This is an optimization exercise on Yosys and OpenROAD, whose aim is small area, not a production implementation.
Where RTL was checked, it was by simulation tests only, not by an equivalence proof against the original.
Function not checked in run 2: the RTL went through the layout flow alone.
Power and IR drop assume default switching activity.

==> flow/design.v <==
module qpu_exec(
  input  clk,
  input  rst_n,
  input  i_valid,
  input  [31:0] i_ir,
  input  [31:0] i_pc,
  input  i_prdt_taken,
  input  [31:0] i_rs1,
  input  [31:0] i_rs2,
  input  [15:0] i_time,
  input  [11:0] i_qmr,
  input  [131:0] i_edata,
  input  [13:0] i_oprand,
  input  [47:0] i_tqgl_pre,
  input  [47:0] i_tqgl_cur,
  input  cmt_ready,
  input  cwbck_ready,
  input  qcwbck_ready,
  input  twbck_ready,
  input  ewbck_ready,
  output [5:0] o_rs1idx,
  output [5:0] o_rs2idx,
  output o_rs1en,
  output o_rs2en,
  output o_rs1x0,
  output o_rs2x0,
  output o_tqg,
  output o_bxx,
  output [31:0] o_bjp_imm,
  output o_ready,
  output cmt_valid,
  output [31:0] cmt_pc,
  output [31:0] cmt_imm,
  output cmt_bjp,
  output cmt_bjp_prdt,
  output cmt_bjp_rslv,
  output cwbck_valid,
  output [31:0] cwbck_data,
  output [5:0] cwbck_rdidx,
  output qcwbck_valid,
  output [31:0] qcwbck_data,
  output [5:0] qcwbck_rdidx,
  output twbck_valid,
  output [15:0] twbck_data,
  output ewbck_valid,
  output [131:0] ewbck_data,
  output [13:0] ewbck_oprand,
  output [47:0] ewbck_tqgl
  );
  wire [31:0] ir = i_ir;
  wire [4:0]  n_opc    = ir[4:0];
  wire [2:0]  n_f3     = ir[31:29];
  wire        n_q      = ir[0];
  wire        n_branch = (n_opc == 5'b11000);
  wire        n_opimm  = (n_opc == 5'b00010);
  wire        n_op     = (n_opc == 5'b01010);
  wire        n_qwait  = (n_opc == 5'b10010);
  wire        n_fmr    = (n_opc == 5'b11010);
  wire        n_smis   = (n_opc == 5'b00110);
  wire        n_meas   = &ir[9:1];            
  wire        n_pinz   = |n_f3;               
  wire n_arith = n_op | n_opimm;
  wire n_xor   = n_arith & (n_f3 == 3'd1);
  wire n_or    = n_arith & (n_f3 == 3'd2);
  wire n_and   = n_arith & (n_f3 == 3'd3);
  wire n_sub   = (n_op & (n_f3 == 3'd4)) | n_branch;
  wire [31:0] n_i_imm = {{18{ir[28]}}, ir[28:15]};
  wire [31:0] n_m_imm = {{10{ir[31]}}, ir[31:24], ir[14:10], ir[23:15]};
  wire [31:0] n_w_imm = {{5{ir[31]}}, ir[31:29], ir[9:5], ir[28:24], ir[14:10], ir[23:15]};
  wire [31:0] op1 = n_smis            ? 32'd0 :
                    (n_qwait | n_q)   ? {16'd0, i_time} :
                    n_fmr             ? {20'd0, i_qmr} :
                                        i_rs1;
  wire [31:0] op2 = n_opimm ? n_i_imm :
                    n_smis  ? n_m_imm :
                    n_qwait ? n_w_imm :
                    n_q     ? {29'd0, n_f3} :
                              i_rs2;
  wire [31:0] add_b = op2 ^ {32{n_sub}};
  wire [31:0] add_p = op1 ^ add_b;
  wire [31:0] add_g = op1 & add_b;
  wire [32:0] add_c;
  assign add_c[0] = n_sub;
  genvar gc;
  generate
    for (gc = 0; gc < 32; gc = gc + 1) begin : g_carry
      assign add_c[gc+1] = add_g[gc] | (add_p[gc] & add_c[gc]);
    end
  endgenerate
  wire [31:0] sum = add_p ^ add_c[31:0];
  wire [31:0] res = n_xor ? add_p :
                    n_or  ? (add_p | add_g) :
                    n_and ? add_g :
                            sum;
  wire n_eq  = &add_p;
  wire n_lt  = add_p[31] ^ add_c[32];
  wire n_cmp = n_f3[1] ? (n_lt ^ n_f3[0]) : (n_eq ^ n_f3[0]);
  wire [11:0]  n_oprand;
  wire [107:0] n_edata;
  genvar gi;
  generate
    for (gi = 0; gi < 12; gi = gi + 1) begin : g_qubit
      assign n_edata[gi*9 +: 9] = ({9{i_rs1[gi]}} & ir[9:1])
                                | ({9{i_rs2[gi]}} & ir[23:15])
                                | (i_edata[gi*9 +: 9] & {9{~n_pinz}});
      assign n_oprand[gi] = i_rs1[gi] | (~n_meas & (i_rs2[gi] | (i_oprand[gi] & ~n_pinz)));
    end
  endgenerate
  wire [47:0] n_tqgl = i_tqgl_cur | (i_tqgl_pre & {48{~n_pinz}});
  reg         r_valid;
  reg  [31:0] r_ir;
  reg  [31:0] r_pc;
  reg         r_prdt_taken;
  reg         r_cmt_ready;
  reg         r_cwbck_ready;
  reg         r_qcwbck_ready;
  reg         r_twbck_ready;
  reg         r_ewbck_ready;
  always @(posedge clk or negedge rst_n) begin
    if (rst_n == 1'b0) begin
      r_valid        <= 1'b0;
      r_ir           <= 32'd0;
      r_pc           <= 32'd0;
      r_prdt_taken   <= 1'b0;
      r_cmt_ready    <= 1'b0;
      r_cwbck_ready  <= 1'b0;
      r_qcwbck_ready <= 1'b0;
      r_twbck_ready  <= 1'b0;
      r_ewbck_ready  <= 1'b0;
    end
    else begin
      r_valid        <= i_valid;
      r_ir           <= i_ir;
      r_pc           <= i_pc;
      r_prdt_taken   <= i_prdt_taken;
      r_cmt_ready    <= cmt_ready;
      r_cwbck_ready  <= cwbck_ready;
      r_qcwbck_ready <= qcwbck_ready;
      r_twbck_ready  <= twbck_ready;
      r_ewbck_ready  <= ewbck_ready;
    end
  end
  reg  [31:0]  r_res_n;
  reg  [107:0] r_edata_n;
  reg  [11:0]  r_oprand_n;
  reg  [31:0]  r_tqgl_n;
  always @(posedge clk) begin
    r_res_n[31:16] <= ~(n_q ? n_tqgl[15:0] : res[31:16]);
    r_res_n[15:1]  <= ~res[15:1];
    r_res_n[0]     <= ~(n_branch ? n_cmp : res[0]);
    r_edata_n      <= ~n_edata;
    r_oprand_n     <= ~n_oprand;
    r_tqgl_n       <= ~n_tqgl[47:16];
  end
  wire [4:0] opc     = r_ir[4:0];
  wire [2:0] f3      = r_ir[31:29];
  wire q             = r_ir[0];
  wire load          = (opc == 5'b00000);
  wire store         = (opc == 5'b01000);
  wire branch        = (opc == 5'b11000);
  wire opimm         = (opc == 5'b00010);
  wire op            = (opc == 5'b01010);
  wire qwait         = (opc == 5'b10010);
  wire fmr           = (opc == 5'b11010);
  wire smis          = (opc == 5'b00110);
  wire rs1_x0 = (r_ir[14:10] == 5'd0);
  wire rs2_x0 = (r_ir[28:24] == 5'd0);
  wire rd_x0  = (r_ir[9:5]   == 5'd0);
  wire meas   = q & (&r_ir[9:1]);
  wire q_single = (r_ir[23:15] == 9'd0);
  wire ntp    = qwait | (q & (|f3));
  wire sel_bjp = branch;
  wire sel_qiu = q;
  wire sel_any = ~(load | store);
  assign o_rs1idx = {fmr | q, r_ir[14:10]};
  assign o_rs2idx = {q, r_ir[28:24]};
  assign o_rs1en  = ~rs1_x0 & ~qwait & ~smis;
  assign o_rs2en  = ~rs2_x0 & (branch | store | op | fmr | (q & ~q_single));
  assign o_rs1x0  = rs1_x0 & ~q;
  assign o_rs2x0  = rs2_x0;
  assign o_tqg    = q & (&r_ir[9:5]) & ~(&r_ir[4:1]);
  assign o_bxx    = branch;
  assign o_bjp_imm = {1'b0, {17{r_ir[9]}}, r_ir[9:5], r_ir[23:15]};
  wire [31:0] i_imm = {{18{r_ir[28]}}, r_ir[28:15]};
  wire [31:0] s_imm = {{15{r_ir[31]}}, r_ir[31:29], r_ir[9:5], r_ir[23:15]};
  wire [31:0] b_imm = {1'b0, {17{r_ir[9]}}, r_ir[9:5], r_ir[23:15]};
  wire [31:0] m_imm = {{10{r_ir[31]}}, r_ir[31:24], r_ir[14:10], r_ir[23:15]};
  wire [31:0] w_imm = {{5{r_ir[31]}}, r_ir[31:29], r_ir[9:5], r_ir[28:24], r_ir[14:10], r_ir[23:15]};
  wire [31:0] q_imm = {29'd0, f3};
  assign cmt_imm = ({32{opimm}} & i_imm)
                 | ({32{store}} & s_imm)
                 | ({32{branch}} & b_imm)
                 | ({32{smis}}  & m_imm)
                 | ({32{qwait}} & w_imm)
                 | ({32{q}}     & q_imm);
  assign cmt_pc = r_pc;
  wire alu_def = fmr | (op & (f3 <= 3'd4)) | (opimm & (f3 <= 3'd3));
  assign cwbck_data  = ~(r_res_n | {32{~alu_def}});
  assign qcwbck_data = {{10{r_ir[31] & smis}}, ~(r_res_n[21:0] | {22{~smis}})};
  assign twbck_data  = ~(r_res_n[15:0] | {16{~ntp}});
  wire qi_n = ~(q & ~meas);
  assign ewbck_data   = {{2{~(r_oprand_n | {12{~meas}})}}, ~(r_edata_n | {108{qi_n}})};
  assign ewbck_oprand = {meas, meas, ~(r_oprand_n | {12{qi_n}})};
  assign ewbck_tqgl   = ~({r_tqgl_n, r_res_n[31:16]} | {48{~q}});
  assign cwbck_rdidx  = {smis, r_ir[9:5]};
  assign qcwbck_rdidx = {smis, r_ir[9:5]};
  assign cmt_bjp      = branch;
  assign cmt_bjp_prdt = branch & r_prdt_taken;
  assign cmt_bjp_rslv = branch & ~f3[2] & ~r_res_n[0];
  wire rdwen = ~rd_x0 & ~branch & ~store & ~qwait & ~q;
  wire need_cwbck  = rdwen & ~smis;
  wire need_qcwbck = rdwen & smis;
  wire need_ewbck  = q | ntp;
  wire o_valid = r_valid & sel_any;
  assign o_ready = sel_any & r_cmt_ready
                 & (  need_cwbck  ? r_cwbck_ready
                    : need_qcwbck ? r_qcwbck_ready
                    : ntp         ? r_twbck_ready
                    : need_ewbck  ? r_ewbck_ready
                    : 1'b1);
  assign cwbck_valid  = need_cwbck  & o_valid & r_cmt_ready;
  assign qcwbck_valid = need_qcwbck & o_valid & r_cmt_ready;
  assign twbck_valid  = ntp         & o_valid & r_cmt_ready;
  assign ewbck_valid  = need_ewbck  & o_valid & r_cmt_ready;
  assign cmt_valid = o_valid
                   & (  need_cwbck ? r_cwbck_ready
                      : ntp        ? r_twbck_ready
                      : need_ewbck ? r_ewbck_ready
                      : 1'b1);
endmodule
==> flow/run.sh <==
#!/bin/bash
# synth_recipe.tcl (not shown) runs the flow's synth.tcl, then flattens the netlist and writes it again
# the make line also repeats each setting of config.mk as NAME=value (left out here)
make -C /OpenROAD-flow-scripts/flow DESIGN_CONFIG=/design/flow/config.mk WORK_HOME=/design/flow/orfs CLKGATE_MAP_FILE= SYNTH_SCRIPT=/design/flow/synth_recipe.tcl finish
==> flow/config.mk <==
export PLATFORM = sky130hd
export DESIGN_NAME = qpu_exec
export DESIGN_NICKNAME = qpu_exec
export VERILOG_FILES = /design/flow/design.v
export SDC_FILE = /design/flow/constraint.sdc
export NUM_CORES = 4
export LEC_CHECK = 0
export CAP_MARGIN = 20
export CORE_MARGIN = 2
export CORE_UTILIZATION = 30
export SLEW_MARGIN = 20
==> flow/constraint.sdc <==
create_clock -name core_clock -period 12.0 [get_ports {clk}]
set_input_delay 2.4000 -clock core_clock [delete_from_list [all_inputs] [get_ports {clk}]]
set_output_delay 2.4000 -clock core_clock [all_outputs]
set_load 0.01 [all_outputs]
==> results of run 1 <==
[synth_stat cells, types with 12 or more instances]
cell                        count
sky130_fd_sc_hd__a221oi_1      16
sky130_fd_sc_hd__fa_1          31
sky130_fd_sc_hd__inv_2         29
sky130_fd_sc_hd__o211ai_1      12
sky130_fd_sc_hd__dfrtp_1       71
sky130_fd_sc_hd__clkbuf_1     121
sky130_fd_sc_hd__buf_4         60
sky130_fd_sc_hd__dfxtp_1      184
sky130_fd_sc_hd__a21o_1        17
sky130_fd_sc_hd__a21oi_1       73
sky130_fd_sc_hd__o21ai_1       26
sky130_fd_sc_hd__inv_1         28
sky130_fd_sc_hd__o22ai_1       13
sky130_fd_sc_hd__and2_1        28
sky130_fd_sc_hd__mux2i_1       40
sky130_fd_sc_hd__ha_1          64
sky130_fd_sc_hd__xnor2_1       65
sky130_fd_sc_hd__nor2_1       288
sky130_fd_sc_hd__a22o_1        15
sky130_fd_sc_hd__a2bb2oi_1     22
sky130_fd_sc_hd__a222oi_1     113
sky130_fd_sc_hd__buf_2         18
sky130_fd_sc_hd__nor2b_1       53
sky130_fd_sc_hd__nand2_1       56
[cells by family after synthesis]
family                   count (synthesis)  share of synthesized area
flip-flops                             255                     0.3848
AND/OR/NAND/NOR                        510                     0.1688
multiplexers                            40                    0.02822
other                                    1                  0.0002643
XOR/XNOR                                65                    0.04012
buffers and inverters                  263                    0.08703
adder cells (fa/ha/maj)                 95                     0.1002
AO/OA/AOI/OAI                          347                     0.1906
==> qor.log, run 1 <==
qor: synthesis.yosys_register_bits 255
qor: die.std_cell_rows 79
qor: synthesis.synth_ff_type sky130_fd_sc_hd__dfxtp_1
qor: synthesis.synth-warning-count 1
qor: die.die-height 221.5 um
qor: synthesis.synth_area 14190 um2
qor: synthesis.ys_seq_area_frac 0.3848
qor: synthesis.post_synth_edffs 0
qor: synthesis.post_synthesis_net_count 2078
qor: synthesis.number_of_instances_in_the_synthesized_netlist 1576
qor: run_status.lastStage 3_2_place_iop
qor: synthesis.post_synth_num_cell_types 64
qor: synthesis.synth_top_cells_by_area sky130_fd_sc_hd__dfxtp_1, sky130_fd_sc_hd__dfrtp_1, sky130_fd_sc_hd__a222oi_1, sky130_fd_sc_hd__nor2_1, sky130_fd_sc_hd__ha_1
qor: synthesis.netlist.top_cell.by_area sky130_fd_sc_hd__dfxtp_1
qor: die.initial_utilization 0.3041
qor: die.die_width 221.5 um
qor: synthesis.postSynth.asyncResetShare 0.2784
qor: synthesis.netlist.area_leader.share 0.2596
qor: run_status.status did not finish
qor: run_status.tool.error [ERROR PPL-0024] Number of IO pins (816) exceeds maximum number of available positions (796). Increase the die perimeter from 885.94um to 1109.76um.
qor: synthesis.postSynthAreaPerCell 9.004 um2
==> run 2, diff against run 1 <==
--- a/flow/design.v
+++ b/flow/design.v
@@ -78,20 +78,9 @@
                               i_rs2;
-  wire [31:0] add_b = op2 ^ {32{n_sub}};
-  wire [31:0] add_p = op1 ^ add_b;
-  wire [31:0] add_g = op1 & add_b;
-  wire [32:0] add_c;
-  assign add_c[0] = n_sub;
-  genvar gc;
-  generate
-    for (gc = 0; gc < 32; gc = gc + 1) begin : g_carry
-      assign add_c[gc+1] = add_g[gc] | (add_p[gc] & add_c[gc]);
-    end
-  endgenerate
-  wire [31:0] sum = add_p ^ add_c[31:0];
-  wire [31:0] res = n_xor ? add_p :
-                    n_or  ? (add_p | add_g) :
-                    n_and ? add_g :
-                            sum;
-  wire n_eq  = &add_p;
-  wire n_lt  = add_p[31] ^ add_c[32];
+  wire [32:0] sum = {op1[31], op1} + ({33{n_sub}} ^ {op2[31], op2}) + {32'd0, n_sub};
+  wire [31:0] res = n_xor ? (op1 ^ op2) :
+                    n_or  ? (op1 | op2) :
+                    n_and ? (op1 & op2) :
+                            sum[31:0];
+  wire n_eq  = (sum[31:0] == 32'd0);
+  wire n_lt  = sum[32];
   wire n_cmp = n_f3[1] ? (n_lt ^ n_f3[0]) : (n_eq ^ n_f3[0]);
==> qor.log, run 2 <==
qor: power_and_ir_drop.power.share.clock 0.337
qor: routing.route.vias.total 17.52k
qor: power_and_ir_drop.vdd_drop_max 0.0001099 V
qor: synthesis.synth_area 15140 um2 [+6.7%]
qor: global_routing.antenna_violations_before_repair 20
qor: cts.cts_root_buffer sky130_fd_sc_hd__clkbuf_16
qor: critical_path.timing_worst_setup_path_type in -> reg
qor: critical_path.endpoint_kind register
qor: global_routing.via_count_of_the_first_global_routing_pass 17.05k
qor: final_layout.flip_flop_count_of_the_largest_register_all_copies_and_words_added 108
qor: power_and_ir_drop.p_comb_frac 0.304
qor: timing.timing.final.max_slew_violations 0
qor: power_and_ir_drop.internal_power 1.887 mW
qor: synthesis.yosys_register_bits 255 [unchanged]
qor: timing.timing.final.crit_period 8532 ps
qor: synthesis.postSynth.asyncResetShare 0.2784 [unchanged]
qor: critical_path.timing.critical_path.arrival 9030 ps
qor: synthesis.post_synth_num_cell_types 92 [+44%]
qor: cts.htreeDepth 1
qor: final_layout.final.fill_count 4858
qor: routing.routed_via_density 5.493
qor: synthesis.synthTopCellsByCount sky130_fd_sc_hd__nor2_1, sky130_fd_sc_hd__dfxtp_1, sky130_fd_sc_hd__clkbuf_1, sky130_fd_sc_hd__a21oi_1, sky130_fd_sc_hd__nand2_1
qor: routing.detail_route.iter0.violations 2162
qor: global_routing.track_usage 0.3367
qor: timing.finalCritPeriodShare 0.7110
qor: flow_run.max-cap-violations 0
qor: routing.met1_layer_wirelength_in_the_final_routing 34000 um
qor: global_routing.grt_first_pass_wirelength 127900 um
qor: routing.drcViolationCount 0
qor: routing.route.final.wire_length 92530 um
qor: die.std_cell_rows 82 [+3.8%]
qor: power_and_ir_drop.p_seq_frac 0.359
qor: power_and_ir_drop.static-leakage-power 9.838 nW
qor: global_routing.grt-ovfl-total 0
qor: synthesis.synth_top_cells_by_area sky130_fd_sc_hd__dfxtp_1, sky130_fd_sc_hd__dfrtp_1, sky130_fd_sc_hd__nor2_1, sky130_fd_sc_hd__ha_1, sky130_fd_sc_hd__a222oi_1
qor: final_layout.regArea 5463 um2
qor: die.die_area 52270 um2
qor: min_path.worstHoldPathType in -> async
qor: synthesis.post_synthesis_net_count 2333 [+12%]
qor: synthesis.netlist.area_leader.share 0.2433 [-0.01626]
qor: synthesis.synth-warning-count 1 [unchanged]
qor: final_layout.synthToLayoutAreaGrowth 59.73%
qor: place.port_buffers 788
qor: power_and_ir_drop.powerDensity 115.3 nW/um2
qor: synthesis.netlist.top_cell.by_area sky130_fd_sc_hd__dfxtp_1
qor: place.place_congestion 0.9705
qor: routing.wl_met3 8310 um
qor: cts.cts_made_buffers 31
qor: power_and_ir_drop.power_switching 0.9017 mW
qor: routing.drtAntennaViolNets 0
qor: power_and_ir_drop.p_sw_frac 0.3233
qor: timing.grt_setup_unrepaired false
qor: cts.clock_sink_count 255
qor: timing.timing.final.hold_violations 0
qor: synthesis.synth.most_common_cell sky130_fd_sc_hd__nor2_1
qor: critical_path.critical_path_required 12500 ps
qor: die.initial_utilization 0.3030 [-0.001171]
qor: final_layout.regMostFlops r_edata_n
qor: cts.post_cts_buffers 0
qor: timing.setup-violations-final 0
qor: routing.wire_per_inst 29.01 um
qor: cts.cts.hold.buffers_added 0
qor: final_layout.layout.cells.most_common sky130_fd_sc_hd__clkdlybuf4s50_1
qor: timing.holdWs 1617 ps
qor: final_layout.layout.cells.most_common_list sky130_fd_sc_hd__clkdlybuf4s50_1, sky130_fd_sc_hd__nor2_1, sky130_fd_sc_hd__dfxtp_1
qor: synthesis.synth_ff_type sky130_fd_sc_hd__dfxtp_1
qor: final_layout.fin_util 0.4839
qor: routing.topRoutingLayerUsed met5
qor: routing.first_pass_iters 8
qor: critical_path.path_max_fanout 24
qor: global_routing.grt_max_degree 86
qor: timing.achievable-frequency 117.2 MHz
qor: final_layout.share_of_cells_above_drive_strength_1 0.05034
qor: cts.cts_resized 0
qor: synthesis.ys_seq_area_frac 0.3607 [-0.02411]
qor: synthesis.postSynthAreaPerCell 8.263 um2 [-8.2%]
qor: timing.tightest_slew 1174 ps
qor: die.io-pin-count 816
qor: timing.timing.max_slew.rel_slack 0.2151
qor: place.dp_hpwl 71920 um
qor: die.die-height 228.6 um [+3.2%]
qor: final_layout.nets 2981
qor: die.die_width 228.6 um [+3.2%]
qor: cts.cts_tree yes
qor: synthesis.post_synth_edffs 0 [unchanged]
qor: timing.setup-tns-final 0 ps
qor: synthesis.number_of_instances_in_the_synthesized_netlist 1832 [+16%]
qor: run_status.status finished clean
qor: critical_path.startpoint_type input pin
qor: routing.wl_met2 45520 um
qor: cts.cts_max_path_buffers 3
qor: cts.clk_pin_slew 70 ps
qor: die.fp.coreArea 49970 um2
qor: critical_path.worst_setup_path_startpoint i_ir[2]
qor: final_layout.multi_input_comb_area 8386 um2
[run 2: worst max-delay path by stage]
| stage | to | slack (ps) | cells after the start |
|---|---|---|---|
| 3_3_place_gp | r_res_n[0] | 3090 | 20 |
| 4_1_cts | r_res_n[0] | 3580 | 20 |
| 3_5_place_dp | r_res_n[0] | 2990 | 20 |
| 2_1_floorplan | r_res_n[0] | 4910 | 20 |
| 6_report | r_res_n[0] | 3470 | 20 |
| 5_1_grt | r_res_n[0] | 3120 | 22 |
[run 2: power groups by stage]
| stage | registers, mW | logic, mW | clock network (mW) |
|---|---|---|---|
| floorplan | 0.986 | 0.396 | 0 |
| global placement | 1.02 | 0.832 | 0 |
| detailed placement | 1.02 | 0.838 | 0 |
| CTS | 0.999 | 0.843 | 0.958 |
| global route | 1.01 | 0.903 | 0.989 |
| finish | 1.00 | 0.848 | 0.939 |
[run 2: final cells by class]
cell class | instances | area share
multi-input cells | 1285 | 0.3468
repair buffers | 825 | 0.3367
diodes | 15 | 0.001552
clock buffers | 44 | 0.03746
inverters | 82 | 0.01273
clock inverters | 12 | 0.004036
flip-flops and latches | 255 | 0.2259
well taps | 672 | 0.03477
[run 2: worst max-delay path: stages]
cell	delay, ps
sky130_fd_sc_hd__clkdlybuf4s50_1	460
sky130_fd_sc_hd__buf_4	350
sky130_fd_sc_hd__xor2_1	170
sky130_fd_sc_hd__a31oi_4	660
sky130_fd_sc_hd__a22oi_1	180
sky130_fd_sc_hd__o21ai_0	640
sky130_fd_sc_hd__xnor2_1	160
sky130_fd_sc_hd__ha_1	410
sky130_fd_sc_hd__a21o_1	240
sky130_fd_sc_hd__a31o_2	210
sky130_fd_sc_hd__a221oi_1	300
sky130_fd_sc_hd__a21bo_2	270
sky130_fd_sc_hd__a21oi_1	450
sky130_fd_sc_hd__o31ai_1	160
sky130_fd_sc_hd__xnor2_1	280
sky130_fd_sc_hd__o211ai_1	190
sky130_fd_sc_hd__nor4_1	620
sky130_fd_sc_hd__nand4_1	280
sky130_fd_sc_hd__o311a_1	360
sky130_fd_sc_hd__nor3_1	190
[run 2: per-stage QoR]
| stage | power [mW] | instance area, um2 | worst slack, ps | cells |
|---|---|---|---|---|
| floorplan | 1.383 | 15140 | 4912 | 1832 |
| CTS | 2.800 | 24130 | 3582 | 3175 |
| detailed placement | 1.853 | 23130 | 2992 | 3119 |
| finish | 2.789 | 24180 | 3468 | 3190 |
| global route | 2.899 | 24170 | 3123 | 3187 |
| global placement | 1.848 | 23130 | 3089 | 3119 |
[run 2: logic make-up after synthesis]
logic type | count (synthesis) | share of synthesized area
buffers and inverters | 292 | 0.08893
AO/OA/AOI/OAI | 469 | 0.2294
adder cells (fa/ha/maj) | 95 | 0.07885
flip-flops | 255 | 0.3607
XOR/XNOR | 57 | 0.03298
AND/OR/NAND/NOR | 648 | 0.1989
multiplexers | 15 | 0.01008
other | 1 | 0.0002477
[run 2: routing by layer]
| layer | global-route usage | vias to the layer above |
|---|---|---|
| li1 | - | 7772 |
| met1 | 0.3842 | 8543 |
| met2 | 0.5846 | 1015 |
| met3 | 0.08383 | 185 |
| met4 | 0.1669 | 8 |
| met5 | 0 | - |
==> run 3, diff against run 2 <==
--- a/flow/design.v
+++ b/flow/design.v
@@ -78,9 +78,31 @@
                               i_rs2;
-  wire [32:0] sum = {op1[31], op1} + ({33{n_sub}} ^ {op2[31], op2}) + {32'd0, n_sub};
-  wire [31:0] res = n_xor ? (op1 ^ op2) :
-                    n_or  ? (op1 | op2) :
-                    n_and ? (op1 & op2) :
-                            sum[31:0];
-  wire n_eq  = (sum[31:0] == 32'd0);
-  wire n_lt  = sum[32];
+  wire [31:0] add_b = op2 ^ {32{n_sub}};
+  wire [31:0] add_p = op1 ^ add_b;
+  wire [31:0] add_g = op1 & add_b;
+  reg  [31:0] pf_g;
+  reg  [31:0] pf_p;
+  integer d, k;
+  always @(*) begin
+    pf_g = add_g;
+    pf_p = add_p;
+    pf_g[0] = add_g[0] | (add_p[0] & n_sub);
+    for (d = 1; d < 32; d = d * 2)
+      for (k = 2 * d - 1; k < 32; k = k + 2 * d) begin
+        pf_g[k] = pf_g[k] | (pf_p[k] & pf_g[k-d]);
+        pf_p[k] = pf_p[k] & pf_p[k-d];
+      end
+    for (d = 8; d >= 1; d = d / 2)
+      for (k = 3 * d - 1; k < 32; k = k + 2 * d) begin
+        pf_g[k] = pf_g[k] | (pf_p[k] & pf_g[k-d]);
+        pf_p[k] = pf_p[k] & pf_p[k-d];
+      end
+  end
+  wire [32:0] add_c = {pf_g, n_sub};
+  wire [31:0] sum = add_p ^ add_c[31:0];
+  wire [31:0] res = n_xor ? add_p :
+                    n_or  ? (add_p | add_g) :
+                    n_and ? add_g :
+                            sum;
+  wire n_eq  = &add_p;
+  wire n_lt  = add_p[31] ^ add_c[32];
   wire n_cmp = n_f3[1] ? (n_lt ^ n_f3[0]) : (n_eq ^ n_f3[0]);
--- a/flow/config.mk
+++ b/flow/config.mk
@@ -8,4 +8,4 @@
 export CAP_MARGIN = 20
-export CORE_MARGIN = 2
-export CORE_UTILIZATION = 30
+export CORE_AREA = 5 5 285 285
+export DIE_AREA = 0 0 290 290
 export SLEW_MARGIN = 20
==> qor.log, run 3 <==
qor: place.post_dp_cell_area 22710 um2 [-1.8%]
qor: synthesis.netlist.area_leader.share 0.2584 [+0.01512]
qor: cts.cts.hold.buffers_added 0 [unchanged]
qor: critical_path.startpoint_type input pin
qor: flow_run.max-cap-violations 0 [unchanged]
qor: synthesis.synthTopCellsByCount sky130_fd_sc_hd__nor2_1, sky130_fd_sc_hd__dfxtp_1, sky130_fd_sc_hd__clkbuf_1, sky130_fd_sc_hd__a21oi_1, sky130_fd_sc_hd__a222oi_1
qor: timing.timing.final.max_slew_violations 0 [unchanged]
qor: power_and_ir_drop.p_comb_frac 0.280 [-0.024]
qor: cts.cts_tree yes
qor: timing.achievable-frequency 125.2 MHz [+6.9%]
qor: synthesis.compound_cell_area_share_of_the_yosys_netlist 0.2051 [-0.02428]
qor: final_layout.nets 2797 [-6.2%]
qor: synthesis.yosys_register_bits 255 [unchanged]
qor: min_path.worstHoldPathType in -> async
qor: power_and_ir_drop.p_seq_frac 0.364 [+0.005]
qor: final_layout.final_design_area_no_fill 23810 um2 [-1.5%]
qor: global_routing.grt-ovfl-total 0 [unchanged]
qor: power_and_ir_drop.power_switching 0.8292 mW [-8.0%]
qor: place.place_congestion 0.8520 [-12%]
qor: synthesis.synthSimpleGateAreaFrac 0.1797 [-0.01916]
qor: cts.cts_resized 0 [unchanged]
qor: critical_path.critical_path_required 12470 ps [-30 ps]
qor: cts.clk_pin_slew 60 ps [about the same]
qor: synthesis.postSynth.asyncResetShare 0.2784 [unchanged]
qor: critical_path.timing_worst_setup_path_type in -> reg
qor: final_layout.final.fill_count 8333 [+72%]
qor: synthesis.synth_ff_type sky130_fd_sc_hd__dfxtp_1
qor: critical_path.timing.critical_path.arrival 8460 ps [-570 ps]
qor: cts.cts_max_path_buffers 3 [unchanged]
qor: routing.detail_route.iter0.violations 1613 [-25%]
qor: synthesis.post_synth_edffs 0 [unchanged]
qor: power_and_ir_drop.vdd_drop_max 0.0001028 V [-6.4%]
qor: synthesis.post_synth_mux_area_share 0.02642 [+0.01634]
qor: global_routing.via_count_of_the_first_global_routing_pass 15.78k [-7.4%]
qor: final_layout.flip_flop_count_of_the_largest_register_all_copies_and_words_added 108 [unchanged]
qor: die.std_cell_rows 102 [+24%]
qor: timing.setup-violations-final 0 [unchanged]
qor: synthesis.netlist.top_cell.by_area sky130_fd_sc_hd__dfxtp_1
qor: final_layout.finalNonFillerCells 3384 [+6.1%]
qor: synthesis.postSynthAreaPerCell 8.633 um2 [+4.5%]
qor: synthesis.synth-warning-count 1 [unchanged]
qor: synthesis.number_of_instances_in_the_synthesized_netlist 1651 [-9.9%]
qor: timing.timing.max_slew.rel_slack 0.1700 [-0.04505]
qor: final_layout.fin_util 0.3069 [-0.1771]
qor: power_and_ir_drop.powerDensity 114.1 nW/um2 [-1.1%]
qor: final_layout.synthToLayoutAreaGrowth 67.06%
qor: synthesis.synth_top_cells_by_area sky130_fd_sc_hd__dfxtp_1, sky130_fd_sc_hd__dfrtp_1, sky130_fd_sc_hd__a222oi_1, sky130_fd_sc_hd__nor2_1, sky130_fd_sc_hd__ha_1
qor: power_and_ir_drop.internal_power 1.887 mW [about the same]
qor: synthesis.largest_family_of_logic_cells_by_synthesized_area compound AO/OA/AOI/OAI gates
qor: final_layout.regMostFlops r_edata_n
qor: run_status.status finished clean
qor: synthesis.synth_area 14250 um2 [-5.9%]
qor: routing.first_pass_iters 11 [+3]
qor: power_and_ir_drop.p_sw_frac 0.3053 [-0.01799]
qor: power_and_ir_drop.static-leakage-power 9.508 nW [-3.4%]
qor: power_and_ir_drop.total_power 2.716 mW [-2.6%]
qor: routing.drtAntennaViolNets 0 [unchanged]
qor: timing.timing.final.hold_violations 0 [unchanged]
qor: routing.routed_via_density 4.709 [-14%]
qor: synthesis.synth.most_common_cell sky130_fd_sc_hd__nor2_1
qor: final_layout.share_of_cells_above_drive_strength_1 0.04884 [-0.001496]
qor: synthesis.synth-adder-area-share 0.07866 [-0.0001909]
qor: cts.htreeDepth 1 [unchanged]
qor: place.placed_cells 3315 [+6.3%]
qor: synthesis.post_synth_num_cell_types 68 [-26%]
qor: cts.post_cts_buffers 0 [unchanged]
qor: timing.grt_setup_unrepaired false
qor: cts.cts_made_buffers 31 [unchanged]
qor: die.die_area 84100 um2 [+61%]
qor: timing.tightest_slew 1241 ps [+67.37 ps]
qor: power_and_ir_drop.power.share.clock 0.356 [+0.019]
qor: routing.wire_per_inst 25.96 um [-11%]
qor: die.io-pin-count 816 [unchanged]
qor: routing.drcViolationCount 0 [unchanged]
qor: critical_path.path_max_fanout 22 [-8.3%]
qor: global_routing.grt_max_degree 79 [-8.1%]
qor: critical_path.endpoint_kind register
qor: final_layout.layout.cells.most_common sky130_fd_sc_hd__clkdlybuf4s50_1
qor: synthesis.yosys.area_share.xor_xnor 0.03441 [+0.001435]
qor: cts.cts_root_buffer sky130_fd_sc_hd__clkbuf_16
qor: global_routing.grt_first_pass_wirelength 121000 um [-5.4%]
qor: die.die_width 290 um [+27%]
qor: place.port_buffers 788 [unchanged]
qor: timing.setup-tns-final 0 ps [unchanged]
qor: routing.route.final.wire_length 87840 um [-5.1%]
qor: routing.route.vias.total 15.94k [-9.1%]
qor: place.placement.setup.worst_slack 3469 ps [+477.3 ps]
qor: die.fp.coreArea 77590 um2 [+55%]
qor: cts.clock_sink_count 255 [unchanged]
qor: timing.layout_setup_ws 4016 ps [+548.1 ps]
qor: synthesis.post_synthesis_net_count 2138 [-8.4%]
qor: global_routing.track_usage 0.1952 [-0.1416]
qor: die.die-height 290 um [+27%]
qor: global_routing.antenna_violations_before_repair 21 [+5.0%]
qor: timing.finalCritPeriodShare 0.6654 [-0.04567]
qor: timing.timing.final.crit_period 7984 ps [-548.1 ps]
qor: final_layout.layout.cells.most_common_list sky130_fd_sc_hd__clkdlybuf4s50_1, sky130_fd_sc_hd__nor2_1, sky130_fd_sc_hd__dfxtp_1
qor: timing.holdWs 1782 ps [+165.1 ps]
qor: synthesis.ys_seq_area_frac 0.3831 [+0.02242]
qor: die.initial_utilization 0.1837 [-0.1193]
qor: place.dp_hpwl 68530 um [-4.7%]
-- run 3: cell types whose count changed after synthesis, sizes merged, moves of 14 or more --
cell / change
nor2: -25
clkbuf: -16
o211ai: -14
fa: +15
ha: -29
a21oi: -14
xnor2: -19
mux2i: +19
xor2: +18
nand2: -43
-- run 3: worst max-delay path by stage --
| stage | endpoint | startpoint |
|---|---|---|
| after global placement | r_res_n[30] | i_ir[1] |
| final | r_res_n[30] | i_ir[1] |
| after floorplan | r_res_n[18] | i_ir[4] |
| after detailed placement | r_res_n[30] | i_ir[1] |
| after CTS | r_res_n[30] | i_ir[1] |
| after global routing | r_res_n[30] | i_ir[1] |
-- run 3: cell families after synthesis --
kind of cell    after synthesis
xor+xnor                     56
flops                       255
buf+inv                     272
other cells                   1
simple gates                552
fa+ha+maj                    80
compound gates              398
mux                          37
-- run 3: cell type report --
cell class                 instances  area (um2)  share of cell area
antenna                           10       25.02            0.001051
clock buffer                      45       878.3             0.03689
timing repair buffer             827        8195              0.3442
clock inverter                    12       142.6            0.005991
multi-input combinational       1124        7540              0.3167
tap                             1040        1301             0.05465
sequential                       255        5461              0.2294
inverter                          71       266.5             0.01119
-- run 3: layer usage --
layer	up-vias	share of wire	global-route usage
li1	7122	-	-
met1	7732	0.39	0.2336
met2	938	0.49	0.3399
met3	128	0.096	0.06087
met4	16	0.027	0.05117
met5	-	0.0011	0
-- run 3: power by group through the flow --
stage               Clock (mW)  Combinational [mW]  Sequential (mW)
finish                   0.967               0.759            0.990
global route              1.03               0.816            0.999
CTS                       1.00               0.762            0.991
detailed placement           0               0.758             1.01
global placement             0               0.753             1.01
floorplan                    0               0.336            0.986
-- run 3: worst max-delay path, stage by stage --
cell,delay (ps)
sky130_fd_sc_hd__clkdlybuf4s50_1,460
sky130_fd_sc_hd__buf_4,360
sky130_fd_sc_hd__nand2b_1,170
sky130_fd_sc_hd__nor3_2,560
sky130_fd_sc_hd__or2_2,510
sky130_fd_sc_hd__nor2_1,90
sky130_fd_sc_hd__a21oi_1,310
sky130_fd_sc_hd__mux2i_1,300
sky130_fd_sc_hd__fa_1,280
sky130_fd_sc_hd__nand3b_1,150
sky130_fd_sc_hd__a21oi_1,90
sky130_fd_sc_hd__a2111oi_2,800
sky130_fd_sc_hd__o21ai_0,220
sky130_fd_sc_hd__nor2_1,360
sky130_fd_sc_hd__inv_1,150
sky130_fd_sc_hd__a21oi_1,230
sky130_fd_sc_hd__fa_1,420
sky130_fd_sc_hd__o211ai_1,170
sky130_fd_sc_hd__o21ai_0,140
sky130_fd_sc_hd__mux2_2,280
==> run 4, diff against run 3 <==
==> flow/flow/run.sh (new file) <==
#!/bin/bash
set -euo pipefail
export BUFFER_PORTS_ARGS="-buffer_cell sky130_fd_sc_hd__buf_1"
bash standard.sh > standard.log 2>&1
==> flow/standard.sh (new file) <==
#!/bin/bash
# synth_recipe.tcl (not shown) runs the flow's synth.tcl, then flattens the netlist and writes it again
# the make line also repeats each setting of config.mk as NAME=value (left out here)
make -C /OpenROAD-flow-scripts/flow DESIGN_CONFIG=/design/flow/config.mk WORK_HOME=/design/flow/orfs CLKGATE_MAP_FILE= SYNTH_SCRIPT=/design/flow/synth_recipe.tcl "${@:-finish}"
--- a/flow/config.mk
+++ b/flow/config.mk
@@ -9,2 +9,4 @@
 export CORE_AREA = 5 5 285 285
+export CTS_BUF_LIST = sky130_fd_sc_hd__clkbuf_4
+export CTS_CLUSTER_SIZE = 20
 export DIE_AREA = 0 0 290 290
removed: flow/run.sh
==> qor.log, run 4 <==
qor: run_status.status finished clean
qor: place.placed_cells 3323 [+0.24%]
qor: routing.route.vias.total 16.50k [+3.5%]
qor: global_routing.grt-ovfl-total 0 [unchanged]
qor: power_and_ir_drop.p_seq_frac 0.397 [+0.033]
qor: timing.grt_setup_unrepaired false
qor: timing.timing.final.crit_period 7796 ps [-188.6 ps]
qor: flow_run.max-cap-violations 0 [unchanged]
qor: die.die_width 290 um [unchanged]
qor: routing.wire_per_inst 24.55 um [-5.4%]
qor: min_path.timing.hold.worst_path_depth 1
qor: global_routing.grt_max_degree 91 [+15%]
qor: cts.post_cts_buffers 0 [unchanged]
qor: synthesis.synth.most_common_cell sky130_fd_sc_hd__nor2_1
qor: synthesis.number_of_instances_in_the_synthesized_netlist 1651 [unchanged]
qor: power_and_ir_drop.power_switching 0.8708 mW [+5.0%]
qor: synthesis.post_synth_mux_area_share 0.02642 [unchanged]
qor: synthesis.synth-adder-area-share 0.07866 [unchanged]
qor: place.dp_hpwl 66640 um [-2.8%]
qor: place.place_congestion 0.8717 [+2.3%]
qor: final_layout.nets 2853 [+2.0%]
qor: cts.cts_max_path_buffers 3 [unchanged]
qor: power_and_ir_drop.p_comb_frac 0.234 [-0.046]
qor: timing.layout_setup_ws 4204 ps [+188.6 ps]
qor: synthesis.netlist.top_cell.by_area sky130_fd_sc_hd__dfxtp_1
qor: routing.first_pass_iters 9 [-2]
qor: global_routing.grt_first_pass_wirelength 117600 um [-2.8%]
qor: final_layout.synthToLayoutAreaGrowth 33.18%
qor: power_and_ir_drop.vdd_drop_max 0.00006514 V [-37%]
qor: place.port_buffers 788 [unchanged]
qor: cts.clk_pin_slew 70 ps [about the same]
qor: timing.holdWs 1705 ps [-76.85 ps]
qor: die.die-height 290 um [unchanged]
qor: final_layout.regMostFlops r_edata_n
qor: synthesis.postSynthAreaPerCell 8.633 um2 [unchanged]
qor: die.fp.coreArea 77590 um2 [unchanged]
qor: synthesis.ys_seq_area_frac 0.3831 [unchanged]
qor: place.post_dp_cell_area 17880 um2 [-21%]
qor: cts.cts_tree yes
qor: critical_path.startpoint_type input pin
qor: routing.drtAntennaViolNets 0 [unchanged]
qor: timing.timing.final.max_slew_violations 0 [unchanged]
qor: power_and_ir_drop.static-leakage-power 7.656 nW [-19%]
qor: timing.setup-violations-final 0 [unchanged]
qor: die.io-pin-count 816 [unchanged]
qor: global_routing.via_count_of_the_first_global_routing_pass 16.24k [+2.9%]
qor: synthesis.synthTopCellsByCount sky130_fd_sc_hd__nor2_1, sky130_fd_sc_hd__dfxtp_1, sky130_fd_sc_hd__clkbuf_1, sky130_fd_sc_hd__a21oi_1, sky130_fd_sc_hd__a222oi_1
qor: power_and_ir_drop.powerDensity 131.6 nW/um2 [+15%]
qor: critical_path.path_max_fanout 22 [unchanged]
qor: final_layout.fin_util 0.2446 [-0.06224]
qor: synthesis.synth_ff_type sky130_fd_sc_hd__dfxtp_1
qor: final_layout.flip_flop_count_of_the_largest_register_all_copies_and_words_added 108 [unchanged]
qor: min_path.worstHoldPathType in -> reg
qor: synthesis.synth-warning-count 1 [unchanged]
qor: critical_path.timing.critical_path.cells clkbuf_2 > nand2b_1 > nor3_2 > or2_2 > nor2_1 > a21oi_1 > mux2i_1 > fa_1 > nand3b_1 > a21oi_1 > a2111oi_2 > o21ai_0 > nor2_1 > inv_1 > a21oi_1 > fa_1 > o211ai_1 > o21ai_0 > mux2_2
qor: power_and_ir_drop.total_power 2.497 mW [-8.1%]
qor: final_layout.regArea 5461 um2 [unchanged]
qor: critical_path.critical_path.top_delay_family compound AO/OA/AOI/OAI gates
qor: critical_path.critical_path_depth 19 [-5.0%]
qor: cts.cts_root_buffer sky130_fd_sc_hd__clkbuf_4
qor: power_and_ir_drop.power.share.clock 0.369 [+0.013]
qor: final_layout.multi_input_comb_area 7540 um2 [unchanged]
qor: routing.routed_via_density 4.746 [+0.77%]
qor: routing.drcViolationCount 0 [unchanged]
qor: critical_path.crit_slowest_cell sky130_fd_sc_hd__a2111oi_2
qor: synthesis.synth_area 14250 um2 [unchanged]
qor: timing.finalCritPeriodShare 0.6496 [-0.01572]
qor: timing.setup-tns-final 0 ps [unchanged]
qor: cts.cts_made_buffers 80 [+160%]
qor: synthesis.post_synth_edffs 0 [unchanged]
qor: final_layout.layout.cells.most_common_list sky130_fd_sc_hd__buf_1, sky130_fd_sc_hd__nor2_1, sky130_fd_sc_hd__dfxtp_1
qor: final_layout.final.fill_count 8765 [+5.2%]
qor: critical_path.cpPeakStageDelay 850 ps [+50 ps]
qor: critical_path.most_used_cell_cp sky130_fd_sc_hd__a21oi_1
qor: critical_path.timing_worst_setup_path_type in -> reg
qor: die.std_cell_rows 102 [unchanged]
qor: synthesis.compound_cell_area_share_of_the_yosys_netlist 0.2051 [unchanged]
qor: final_layout.share_of_cells_above_drive_strength_1 0.08776 [+0.03892]
qor: cts.htreeDepth 3 [+2]
qor: die.die_area 84100 um2 [unchanged]
qor: final_layout.layout.cells.most_common sky130_fd_sc_hd__buf_1
qor: final_layout.finalNonFillerCells 3476 [+2.7%]
qor: critical_path.timing.critical_path.arrival 8470 ps [about the same]
qor: timing.tightest_slew 1100 ps [-141.1 ps]
qor: cts.clock_sink_count 255 [unchanged]
qor: timing.achievable-frequency 128.3 MHz [+2.4%]
qor: timing.timing.final.hold_violations 0 [unchanged]
qor: place.placement.setup.worst_slack 3530 ps [+60.66 ps]
qor: global_routing.track_usage 0.1910 [-0.004104]
qor: cts.cts_resized 0 [unchanged]
qor: die.initial_utilization 0.1837 [unchanged]
qor: synthesis.yosys_register_bits 255 [unchanged]
qor: critical_path.critical_path_required 12680 ps [+210 ps]
qor: final_layout.final_design_area_no_fill 18980 um2 [-20%]
qor: synthesis.synthSimpleGateAreaFrac 0.1797 [unchanged]
qor: power_and_ir_drop.p_sw_frac 0.3487 [+0.04341]
qor: synthesis.postSynth.asyncResetShare 0.2784 [unchanged]
qor: synthesis.yosys.area_share.xor_xnor 0.03441 [unchanged]
qor: timing.timing.max_slew.rel_slack 0.2667 [+0.09665]
qor: critical_path.crit_path_buffers_inverters 2 [-1]
qor: synthesis.post_synthesis_net_count 2138 [unchanged]
qor: power_and_ir_drop.internal_power 1.626 mW [-14%]
qor: synthesis.netlist.area_leader.share 0.2584 [unchanged]
qor: synthesis.synth_top_cells_by_area sky130_fd_sc_hd__dfxtp_1, sky130_fd_sc_hd__dfrtp_1, sky130_fd_sc_hd__a222oi_1, sky130_fd_sc_hd__nor2_1, sky130_fd_sc_hd__ha_1
qor: routing.route.final.wire_length 85330 um [-2.9%]
qor: routing.detail_route.iter0.violations 1671 [+3.6%]
qor: critical_path.endpoint_kind register
qor: synthesis.post_synth_num_cell_types 68 [unchanged]
qor: cts.cts.hold.buffers_added 0 [unchanged]
qor: synthesis.largest_family_of_logic_cells_by_synthesized_area compound AO/OA/AOI/OAI gates
qor: global_routing.antenna_violations_before_repair 21 [unchanged]
## run 4: cell counts after synthesis
Identical to the previous run, type by type.
## run 4: final timing paths
check	startpoint	to	slack, ps
setup / recovery	i_ir[1]	r_res_n[30]	4200
hold / removal	i_pc[27]	r_pc[27]	1710
max in group asynchronous	rst_n	r_ir[0]	9440
min in group asynchronous	rst_n	r_cmt_ready	1890
## run 4: kinds of logic after synthesis
family	after synthesis
compound gates	398
simple gates	552
flops	255
mux	37
other cells	1
buf+inv	272
fa+ha+maj	80
xor+xnor	56
## run 4: routing by layer
layer,part of all wire,up-vias,GRT usage
met2,0.48,1118,0.3273
met5,0.0011,-,0
li1,-,7287,-
met3,0.10,210,0.06195
met4,0.040,14,0.06713
met1,0.38,7867,0.2248
## run 4: power by group through the flow
stage / Sequential (mW) / Combinational, mW / Clock [mW]
2_1_floorplan: 0.986 / 0.336 / 0
3_3_place_gp: 1.01 / 0.577 / 0
4_1_cts: 0.991 / 0.586 / 0.967
3_5_place_dp: 1.01 / 0.583 / 0
6_report: 0.990 / 0.585 / 0.922
5_1_grt: 0.998 / 0.642 / 1.01
## run 4: cell type report
class                   count  share of cell area
repair buffers            834              0.1759
well taps                1040             0.06856
inverters                  71             0.01404
flip-flops and latches    255              0.2877
diodes                      9            0.001187
clock buffers             119             0.04707
multi-input cells        1124              0.3972
clock inverters            24            0.008240
==> run 5, diff against run 4 <==
--- a/flow/design.v
+++ b/flow/design.v
@@ -69,40 +69,63 @@
   wire [31:0] n_w_imm = {{5{ir[31]}}, ir[31:29], ir[9:5], ir[28:24], ir[14:10], ir[23:15]};
-  wire [31:0] op1 = n_smis            ? 32'd0 :
-                    (n_qwait | n_q)   ? {16'd0, i_time} :
-                    n_fmr             ? {20'd0, i_qmr} :
-                                        i_rs1;
-  wire [31:0] op2 = n_opimm ? n_i_imm :
-                    n_smis  ? n_m_imm :
-                    n_qwait ? n_w_imm :
-                    n_q     ? {29'd0, n_f3} :
-                              i_rs2;
+  wire n_imm   = n_opimm | n_smis | n_qwait;
+  wire n_mw    = n_smis | n_qwait;
+  wire n_time  = n_qwait | n_q;
+  wire s_rs1   = ~(n_smis | n_time | n_fmr);
+  wire s_rs1h  = ~(n_smis | n_fmr);
+  wire s_rs2   = ~(n_imm | n_q);
+  wire [31:0] op1;
+  assign op1[11:0]  = (i_rs1[11:0] & {12{s_rs1}}) | (i_time[11:0] & {12{n_time}}) | (i_qmr & {12{n_fmr}});
+  assign op1[15:12] = (i_rs1[15:12] & {4{s_rs1}}) | (i_time[15:12] & {4{n_time}});
+  assign op1[21:16] = i_rs1[21:16] & {6{s_rs1h}};
+  assign op1[31:22] = i_rs1[31:22] & {10{~n_fmr}};
+  wire [31:0] op2;
+  assign op2[2:0]   = (i_rs2[2:0] & {3{s_rs2}}) | (ir[17:15] & {3{n_imm}}) | (ir[31:29] & {3{n_q}});
+  assign op2[8:3]   = (i_rs2[8:3] & {6{s_rs2}}) | (ir[23:18] & {6{n_imm}});
+  assign op2[13:9]  = (i_rs2[13:9] & {5{s_rs2}}) | (ir[28:24] & {5{n_opimm}}) | (ir[14:10] & {5{n_mw}});
+  assign op2[15:14] = (i_rs2[15:14] & {2{s_rs2}}) | ({2{ir[28] & n_opimm}}) | (ir[25:24] & {2{n_mw}});
+  assign op2[21:16] = (i_rs2[21:16] & {6{s_rs2}}) | ({6{ir[28] & n_opimm}}) | (ir[31:26] & {6{n_mw}});
+  assign op2[31:22] = (i_rs2[31:22] & {10{s_rs2}}) | ({10{ir[28] & n_opimm}});
+  localparam BS = 4;
+  localparam NB = 32 / BS;
+  wire        n_chain = ~(n_xor | n_or | n_and);
+  wire        n_cout  = n_or | n_and;
   wire [31:0] add_b = op2 ^ {32{n_sub}};
-  wire [31:0] add_p = op1 ^ add_b;
-  wire [31:0] add_g = op1 & add_b;
-  reg  [31:0] pf_g;
-  reg  [31:0] pf_p;
-  integer d, k;
-  always @(*) begin
-    pf_g = add_g;
-    pf_p = add_p;
-    pf_g[0] = add_g[0] | (add_p[0] & n_sub);
-    for (d = 1; d < 32; d = d * 2)
-      for (k = 2 * d - 1; k < 32; k = k + 2 * d) begin
-        pf_g[k] = pf_g[k] | (pf_p[k] & pf_g[k-d]);
-        pf_p[k] = pf_p[k] & pf_p[k-d];
+  wire [31:0] add_ci;
+  wire [31:0] add_s0;
+  wire [31:0] add_co;
+  wire [31:0] add_inc;                 
+  wire [NB:0] blk_c;                   
+  assign blk_c[0] = n_sub;
+  genvar gc;
+  generate
+    for (gc = 0; gc < 32; gc = gc + 1) begin : g_slice
+      if (gc == 0) begin : g_lsb
+        assign add_ci[gc] = n_chain ? n_sub : n_or;
+      end else if (gc % BS == 0) begin : g_first
+        assign add_ci[gc] = ~n_chain & n_or;
+      end else begin : g_next
+        assign add_ci[gc] = n_chain ? add_co[gc-1] : n_or;
       end
-    for (d = 8; d >= 1; d = d / 2)
-      for (k = 3 * d - 1; k < 32; k = k + 2 * d) begin
-        pf_g[k] = pf_g[k] | (pf_p[k] & pf_g[k-d]);
-        pf_p[k] = pf_p[k] & pf_p[k-d];
+      assign add_s0[gc] = op1[gc] ^ add_b[gc] ^ add_ci[gc];
+      assign add_co[gc] = (op1[gc] & add_b[gc]) | (op1[gc] & add_ci[gc]) | (add_b[gc] & add_ci[gc]);
+      if (gc < BS) begin : g_blk0
+        assign add_inc[gc] = 1'b0;
+      end else if (gc % BS == 0) begin : g_incfirst
+        assign add_inc[gc] = blk_c[gc/BS] & n_chain;
+      end else begin : g_incnext
+        assign add_inc[gc] = add_inc[gc-1] & add_s0[gc-1];
       end
-  end
-  wire [32:0] add_c = {pf_g, n_sub};
-  wire [31:0] sum = add_p ^ add_c[31:0];
-  wire [31:0] res = n_xor ? add_p :
-                    n_or  ? (add_p | add_g) :
-                    n_and ? add_g :
-                            sum;
-  wire n_eq  = &add_p;
-  wire n_lt  = add_p[31] ^ add_c[32];
+    end
+    for (gc = 0; gc < NB; gc = gc + 1) begin : g_blk
+      if (gc == 0) begin : g_b0
+        assign blk_c[gc+1] = add_co[BS-1];
+      end else begin : g_bn
+        assign blk_c[gc+1] = add_co[gc*BS+BS-1] | (blk_c[gc] & (&add_s0[gc*BS +: BS]));
+      end
+    end
+  endgenerate
+  wire [31:0] add_s = add_s0 ^ add_inc;
+  wire [31:0] res = n_cout ? add_co : add_s;
+  wire n_eq  = ~|add_s;
+  wire n_lt  = op1[31] ^ add_b[31] ^ blk_c[NB];
   wire n_cmp = n_f3[1] ? (n_lt ^ n_f3[0]) : (n_eq ^ n_f3[0]);
==> flow/flow/run.sh (replaced) <==
#!/bin/bash
# The standard layout (standard.sh), with two changes made through the
# ORFS variables it reads from the environment:
#  - port buffers use the smallest buffer cell (buf_1) instead of the one
#    buffer_ports picks by itself;
#  - clock tree: larger sink clusters on clkbuf_16 and no dummy loads.
set -euo pipefail
export BUFFER_PORTS_ARGS="-buffer_cell sky130_fd_sc_hd__buf_1"
export CTS_ARGS="-sink_clustering_enable -repair_clock_nets -dont_use_dummy_load -sink_clustering_size 22 -sink_clustering_max_diameter 150 -buf_list sky130_fd_sc_hd__clkbuf_16"
bash standard.sh > standard.log 2>&1
--- a/flow/config.mk
+++ b/flow/config.mk
@@ -9,4 +9,2 @@
 export CORE_AREA = 5 5 285 285
-export CTS_BUF_LIST = sky130_fd_sc_hd__clkbuf_4
-export CTS_CLUSTER_SIZE = 20
 export DIE_AREA = 0 0 290 290
==> qor.log, run 5 <==
qor: run_status.status finished clean
qor: final_layout.layout.cells.most_common_list sky130_fd_sc_hd__buf_1, sky130_fd_sc_hd__nor2_1, sky130_fd_sc_hd__dfxtp_1
qor: synthesis.synth_area 12720 um2 [-11%]
qor: final_layout.synthToLayoutAreaGrowth 32.42%
qor: global_routing.met2_usage 0.2771 [-0.05022]
qor: power_and_ir_drop.p_sw_frac 0.3464 [-0.002285]
qor: synthesis.post_synth_num_cell_types 68 [unchanged]
qor: global_routing.grt_first_pass_wirelength 105600 um [-10%]
qor: cts.clk_pin_slew 100 ps [+30 ps]
qor: die.die_area 84100 um2 [unchanged]
qor: power_and_ir_drop.vdd_drop_max 0.0001135 V [+74%]
qor: timing.setup-violations-final 0 [unchanged]
qor: die.io-pin-count 816 [unchanged]
qor: place.place_congestion 0.9340 [+7.1%]
qor: synthesis.postSynthAreaPerCell 8.874 um2 [+2.8%]
qor: critical_path.path_max_fanout 32 [+45%]
qor: synthesis.netlist.area_leader.share 0.2897 [+0.03123]
qor: global_routing.groute.layer.met1.usage 0.2190 [-0.005793]
qor: routing.drcViolationCount 0 [unchanged]
qor: power_and_ir_drop.static-leakage-power 6.397 nW [-16%]
qor: critical_path.endpoint_kind register
qor: power_and_ir_drop.p_comb_frac 0.272 [+0.038]
qor: cts.htreeDepth 1 [-2]
qor: cts.clock_sink_count 255 [unchanged]
qor: routing.first_pass_iters 10 [+1]
qor: place.dp_hpwl 61200 um [-8.2%]
qor: timing.layout_setup_ws 2398 ps [-1806 ps]
qor: final_layout.flip_flop_count_of_the_largest_register_all_copies_and_words_added 108 [unchanged]
qor: timing.timing.final.crit_period 9602 ps [+1806 ps]
qor: global_routing.antenna_violations_before_repair 14 [-33%]
qor: cts.cts.hold.buffers_added 0 [unchanged]
qor: place.placed_cells 3116 [-6.2%]
qor: final_layout.layout.cells.most_common sky130_fd_sc_hd__buf_1
qor: routing.routed_via_density 4.530 [-4.5%]
qor: global_routing.grt-busiest-layer met2
qor: synthesis.post_synthesis_net_count 1894 [-11%]
qor: die.std_cell_rows 102 [unchanged]
qor: power_and_ir_drop.power_switching 0.7208 mW [-17%]
qor: power_and_ir_drop.powerDensity 123.6 nW/um2 [-6.1%]
qor: final_layout.nets 2554 [-10%]
qor: timing.holdWs 1730 ps [+24.27 ps]
qor: cts.cts_max_path_buffers 3 [unchanged]
qor: place.port_buffers 788 [unchanged]
qor: synthesis.yosys_register_bits 255 [unchanged]
qor: cts.cts_resized 0 [unchanged]
qor: synthesis.synth-warning-count 1 [unchanged]
qor: timing.setup-tns-final 0 ps [unchanged]
qor: synthesis.netlist.top_cell.by_area sky130_fd_sc_hd__dfxtp_1
qor: cts.cts_root_buffer sky130_fd_sc_hd__clkbuf_16
qor: synthesis.synthTopCellsByCount sky130_fd_sc_hd__nor2_1, sky130_fd_sc_hd__dfxtp_1, sky130_fd_sc_hd__clkbuf_1, sky130_fd_sc_hd__a222oi_1, sky130_fd_sc_hd__a21oi_1
qor: global_routing.via_count_of_the_first_global_routing_pass 14.05k [-13%]
qor: global_routing.track_usage 0.1708 [-0.02022]
qor: global_routing.grt_use_met3 0.04933 [-0.01262]
qor: final_layout.fin_util 0.2170 [-0.02760]
qor: timing.grt_setup_unrepaired false
qor: routing.route.final.wire_length 77290 um [-9.4%]
qor: cts.post_cts_buffers 0 [unchanged]
qor: global_routing.grt_max_degree 154 [+69%]
qor: routing.wire_per_inst 24.65 um [+0.40%]
qor: global_routing.grt-ovfl-total 0 [unchanged]
qor: timing.tightest_slew 1189 ps [+89.07 ps]
qor: flow_run.max-cap-violations 0 [unchanged]
qor: die.fp.coreArea 77590 um2 [unchanged]
qor: timing.timing.final.max_slew_violations 0 [unchanged]
qor: critical_path.startpoint_type input pin
qor: timing.timing.max_slew.rel_slack 0.2073 [-0.05938]
qor: min_path.worstHoldPathType in -> async
qor: die.initial_utilization 0.1639 [-0.01980]
qor: final_layout.finalNonFillerCells 3136 [-9.8%]
qor: final_layout.regMostFlops r_edata_n
qor: power_and_ir_drop.internal_power 1.360 mW [-16%]
qor: critical_path.timing.critical_path.arrival 10040 ps [+1570 ps]
qor: timing.achievable-frequency 104.1 MHz [-19%]
qor: final_layout.final_design_area_no_fill 16840 um2 [-11%]
qor: cts.cts_made_buffers 15 [-81%]
qor: synthesis.postSynth.asyncResetShare 0.2784 [unchanged]
qor: power_and_ir_drop.p_seq_frac 0.474 [+0.077]
qor: synthesis.ys_seq_area_frac 0.4294 [+0.04629]
qor: synthesis.number_of_instances_in_the_synthesized_netlist 1433 [-13%]
qor: place.post_dp_cell_area 16440 um2 [-8.0%]
qor: power_and_ir_drop.total_power 2.080 mW [-17%]
qor: synthesis.synth.most_common_cell sky130_fd_sc_hd__nor2_1
qor: routing.drtAntennaViolNets 0 [unchanged]
qor: critical_path.timing_worst_setup_path_type in -> reg
qor: place.placement.setup.worst_slack 1746 ps [-1784 ps]
qor: power_and_ir_drop.power.share.clock 0.254 [-0.115]
qor: timing.timing.final.hold_violations 0 [unchanged]
qor: routing.detail_route.iter0.violations 1721 [+3.0%]
qor: cts.cts_tree yes
qor: synthesis.synth_ff_type sky130_fd_sc_hd__dfxtp_1
qor: die.die_width 290 um [unchanged]
qor: routing.route.vias.total 14.21k [-14%]
qor: synthesis.synth_top_cells_by_area sky130_fd_sc_hd__dfxtp_1, sky130_fd_sc_hd__dfrtp_1, sky130_fd_sc_hd__a222oi_1, sky130_fd_sc_hd__nor2_1, sky130_fd_sc_hd__fa_1
qor: die.die-height 290 um [unchanged]
qor: timing.finalCritPeriodShare 0.8002 [+0.1505]
qor: final_layout.share_of_cells_above_drive_strength_1 0.04495 [-0.04281]
qor: synthesis.post_synth_edffs 0 [unchanged]
qor: critical_path.critical_path_required 12440 ps [-240 ps]
[run 5: area by class of cell]
type,count,area [um2]
antenna,5,12.51
clock buffer,15,375.4
fill,8764,60760
inverter,21,78.83
multi-input combinational,967,6285
sequential,255,5461
tap,1040,1301
timing repair buffer,833,3324
[run 5: final timing paths]
path / from / to / slack [ps] / cells past startpoint
min in group core_clock: i_pc[13] / r_pc[13] / 1960 / 1
max: i_ir[3] / r_res_n[0] / 2400 / 27
min: rst_n / r_pc[28] / 1730 / 1
max in group asynchronous: rst_n / r_pc[7] / 9200 / 2
[run 5: power by group through the flow]
stage,clock [mW],combinational (mW),sequential (mW)
final,0.528,0.567,0.986
after global routing,0.576,0.618,0.994
after CTS,0.557,0.570,0.986
after detailed placement,0,0.567,1.00
after global placement,0,0.565,1.00
after floorplan,0,0.306,0.989
[run 5: routing by layer]
| metal | routed length (um) | vias up |
|---|---|---|
| met5 | 92 | - |
| met4 | 2753 | 14 |
| met3 | 7972 | 124 |
| met2 | 35190 | 895 |
| met1 | 31280 | 6869 |
| li1 | - | 6305 |
[run 5: cells by family after synthesis]
group | after synthesis | share of synthesized area
simple gates | 547 | 0.1989
compound gates | 320 | 0.1865
flops | 255 | 0.4294
buf+inv | 211 | 0.08147
fa+ha+maj | 54 | 0.07203
xor+xnor | 40 | 0.02755
mux | 5 | 0.003936
other cells | 1 | 0.0002949
[run 5: critical path, cell delays in order]
cell,delay [ps]
sky130_fd_sc_hd__clkbuf_2,450
sky130_fd_sc_hd__inv_2,240
sky130_fd_sc_hd__a31o_2,630
sky130_fd_sc_hd__a22oi_1,260
sky130_fd_sc_hd__o21ai_0,280
sky130_fd_sc_hd__fa_1,320
sky130_fd_sc_hd__o21ai_0,140
sky130_fd_sc_hd__fa_1,460
sky130_fd_sc_hd__nand2_1,70
sky130_fd_sc_hd__nand2_1,80
sky130_fd_sc_hd__fa_1,450
sky130_fd_sc_hd__nand2_1,70
sky130_fd_sc_hd__nand2_1,80
sky130_fd_sc_hd__fa_1,530
sky130_fd_sc_hd__nor4_1,480
sky130_fd_sc_hd__a21oi_1,240
sky130_fd_sc_hd__nand4bb_1,340
sky130_fd_sc_hd__a31oi_1,250
sky130_fd_sc_hd__ha_1,180
sky130_fd_sc_hd__ha_1,140
sky130_fd_sc_hd__ha_1,250
sky130_fd_sc_hd__or4_1,390
sky130_fd_sc_hd__or4b_1,560
sky130_fd_sc_hd__nor4b_2,300
sky130_fd_sc_hd__a21o_2,150
sky130_fd_sc_hd__o21ai_2,60
sky130_fd_sc_hd__a21o_1,170
==> run 6, diff against run 5 <==
--- a/flow/design.v
+++ b/flow/design.v
@@ -144,3 +144,5 @@
   reg         r_valid;
-  reg  [31:0] r_ir;
+  reg  [31:1] r_ir_hi;
+  reg         r_ir0_n;                 
+  wire [31:0] r_ir = {r_ir_hi, ~r_ir0_n};
   reg  [31:0] r_pc;
@@ -155,3 +157,4 @@
       r_valid        <= 1'b0;
-      r_ir           <= 32'd0;
+      r_ir_hi        <= 31'd0;
+      r_ir0_n        <= 1'b1;
       r_pc           <= 32'd0;
@@ -166,3 +169,4 @@
       r_valid        <= i_valid;
-      r_ir           <= i_ir;
+      r_ir_hi        <= i_ir[31:1];
+      r_ir0_n        <= ~i_ir[0];
       r_pc           <= i_pc;
@@ -237,3 +241,3 @@
   assign ewbck_oprand = {meas, meas, ~(r_oprand_n | {12{qi_n}})};
-  assign ewbck_tqgl   = ~({r_tqgl_n, r_res_n[31:16]} | {48{~q}});
+  assign ewbck_tqgl   = ~({r_tqgl_n, r_res_n[31:16]} | {48{r_ir0_n}});
   assign cwbck_rdidx  = {smis, r_ir[9:5]};
==> qor.log, run 6 <==
qor: final_layout.nets 2570 [+0.63%]
qor: cts.cts_resized 0 [unchanged]
qor: die.std_cell_rows 102 [unchanged]
qor: critical_path.critical_path_required 12420 ps [-20 ps]
qor: critical_path.startpoint_type input pin
qor: run_status.status finished clean
qor: power_and_ir_drop.total_power 2.090 mW [+0.45%]
qor: critical_path.timing.critical_path.arrival 10220 ps [+180 ps]
qor: critical_path.most_used_cell_cp sky130_fd_sc_hd__fa_1
qor: die.die_area 84100 um2 [unchanged]
qor: cts.post_cts_buffers 0 [unchanged]
qor: final_layout.fin_util 0.2155 [-0.001516]
qor: place.dp_hpwl 61700 um [+0.82%]
qor: cts.htreeDepth 1 [unchanged]
qor: final_layout.multi_input_comb_area 6118 um2 [-2.6%]
qor: timing.timing.final.crit_period 9804 ps [+201.9 ps]
qor: timing.grt_setup_unrepaired false
qor: flow_run.max-cap-violations 0 [unchanged]
qor: critical_path.timing_worst_setup_path_type in -> reg
qor: die.fp.coreArea 77590 um2 [unchanged]
qor: synthesis.post_synth_num_cell_types 62 [-8.8%]
qor: global_routing.grt-ovfl-total 0 [unchanged]
qor: power_and_ir_drop.static-leakage-power 6.358 nW [-0.60%]
qor: final_layout.flip_flop_count_of_the_largest_register_all_copies_and_words_added 108 [unchanged]
qor: synthesis.post_synthesis_net_count 1905 [+0.58%]
qor: routing.route.vias.total 14.34k [+0.90%]
qor: cts.cts_made_buffers 16 [+1]
qor: final_layout.synthToLayoutAreaGrowth 33.03%
qor: die.die-height 290 um [unchanged]
qor: critical_path.crit_slowest_cell sky130_fd_sc_hd__a21oi_2
qor: routing.topRoutingLayerUsed met5
qor: cts.cts_tree yes
qor: synthesis.number_of_instances_in_the_synthesized_netlist 1444 [+0.77%]
qor: synthesis.netlist.top_cell.by_area sky130_fd_sc_hd__dfxtp_1
qor: timing.setup-tns-final 0 ps [unchanged]
qor: routing.drtAntennaViolNets 0 [unchanged]
qor: global_routing.via_count_of_the_first_global_routing_pass 13.89k [-1.1%]
qor: timing.achievable-frequency 102.0 MHz [-2.1%]
qor: global_routing.grt_max_degree 81 [-47%]
qor: place.post_dp_cell_area 16310 um2 [-0.75%]
qor: place.port_buffers 788 [unchanged]
qor: routing.drcViolationCount 0 [unchanged]
qor: place.place_congestion 0.9599 [+2.8%]
qor: final_layout.final_design_area_no_fill 16720 um2 [-0.70%]
qor: final_layout.share_of_cells_above_drive_strength_1 0.04556 [+0.0006078]
qor: die.initial_utilization 0.1620 [-0.001887]
qor: cts.cts.hold.buffers_added 0 [unchanged]
qor: routing.wl_met3 7011 um [-12%]
qor: timing.tightest_slew 1053 ps [-136.2 ps]
[run 6: changes by cell type in the layout (fill, tap and decap cells not counted), moves of 4 or more]
cell	delta
sky130_fd_sc_hd__o21ai_0	-8
sky130_fd_sc_hd__a21o_1	-6
sky130_fd_sc_hd__nor2b_1	-49
sky130_fd_sc_hd__inv_1	+4
sky130_fd_sc_hd__nor2_1	+66
sky130_fd_sc_hd__buf_4	+4
sky130_fd_sc_hd__a21oi_1	+11
sky130_fd_sc_hd__o21ai_1	-4
[run 6: worst max-delay path, delay by kind of cell]
| kind | cells | cell delay [ps] |
|---|---|---|
| and+or+nand+nor | 7 | 2030 |
| buffers and inverters | 4 | 950 |
| xor gates and xnor gates | 1 | 230 |
| AOI/OAI and AO/OA | 10 | 2350 |
| adders and majority gates | 7 | 2190 |
[run 6: how the worst max path moves through the flow]
stage | end | slack, ps | depth (start not counted)
CTS | r_res_n[0] | 2360 | 27
global placement | r_res_n[0] | 1910 | 27
finish | r_res_n[0] | 2200 | 29
global route | r_res_n[0] | 1910 | 29
detailed placement | r_res_n[0] | 1780 | 27
floorplan | r_res_n[0] | 3440 | 27
[run 6: power breakdown]
part / switching, mW / total (mW) / internal, mW
clock: 0.307 / 0.546 / 0.239
combinational: 0.361 / 0.557 / 0.196
sequential: 0.0531 / 0.988 / 0.934
[run 6: cell type report]
| cell class | count | area share |
|---|---|---|
| diodes | 3 | 0.0004490 |
| clock buffers | 16 | 0.02394 |
| repair buffers | 836 | 0.1994 |
| well taps | 1040 | 0.07782 |
| flip-flops and latches | 255 | 0.3266 |
| multi-input cells | 974 | 0.3659 |
| inverters | 26 | 0.005837 |
[run 6: kinds of logic (layout without fill, tap and decap cells)]
logic type,count (synthesis),count (layout),share of synthesized area
buffers and inverters,215,878,0.08302
other,1,4,0.0002983
adders and majority gates,54,54,0.07286
AOI/OAI and AO/OA,315,315,0.1853
xor gates and xnor gates,40,40,0.02787
and+or+nand+nor,560,560,0.1929
DFF,255,255,0.4345
muxes,4,4,0.003185
[run 6: routing by layer]
metal  up-vias  global-route usage
met4        10             0.05676
li1       6338                   -
met1      6959              0.2233
met5         -                   0
met3       115             0.03969
met2       913              0.2767
[run 6: through the flow]
| stage | hold slack, ps | cells |
|---|---|---|
| 3_5_place_dp | 2311 | 3131 |
| 2_1_floorplan | 2104 | 1444 |
| 4_1_cts | 1713 | 3147 |
| 5_1_grt | 1743 | 3147 |
| 3_3_place_gp | 2313 | 3130 |
| 6_report | 1763 | 3150 |

Check on run 6: ideal ports give 2.196 ns setup slack; a clkbuf_16 on the clock port and buf_2 on the inputs give 2.215 ns; moving port delays by the midpoint clock arrival (0.582 ns) as well gives 1.634 ns.
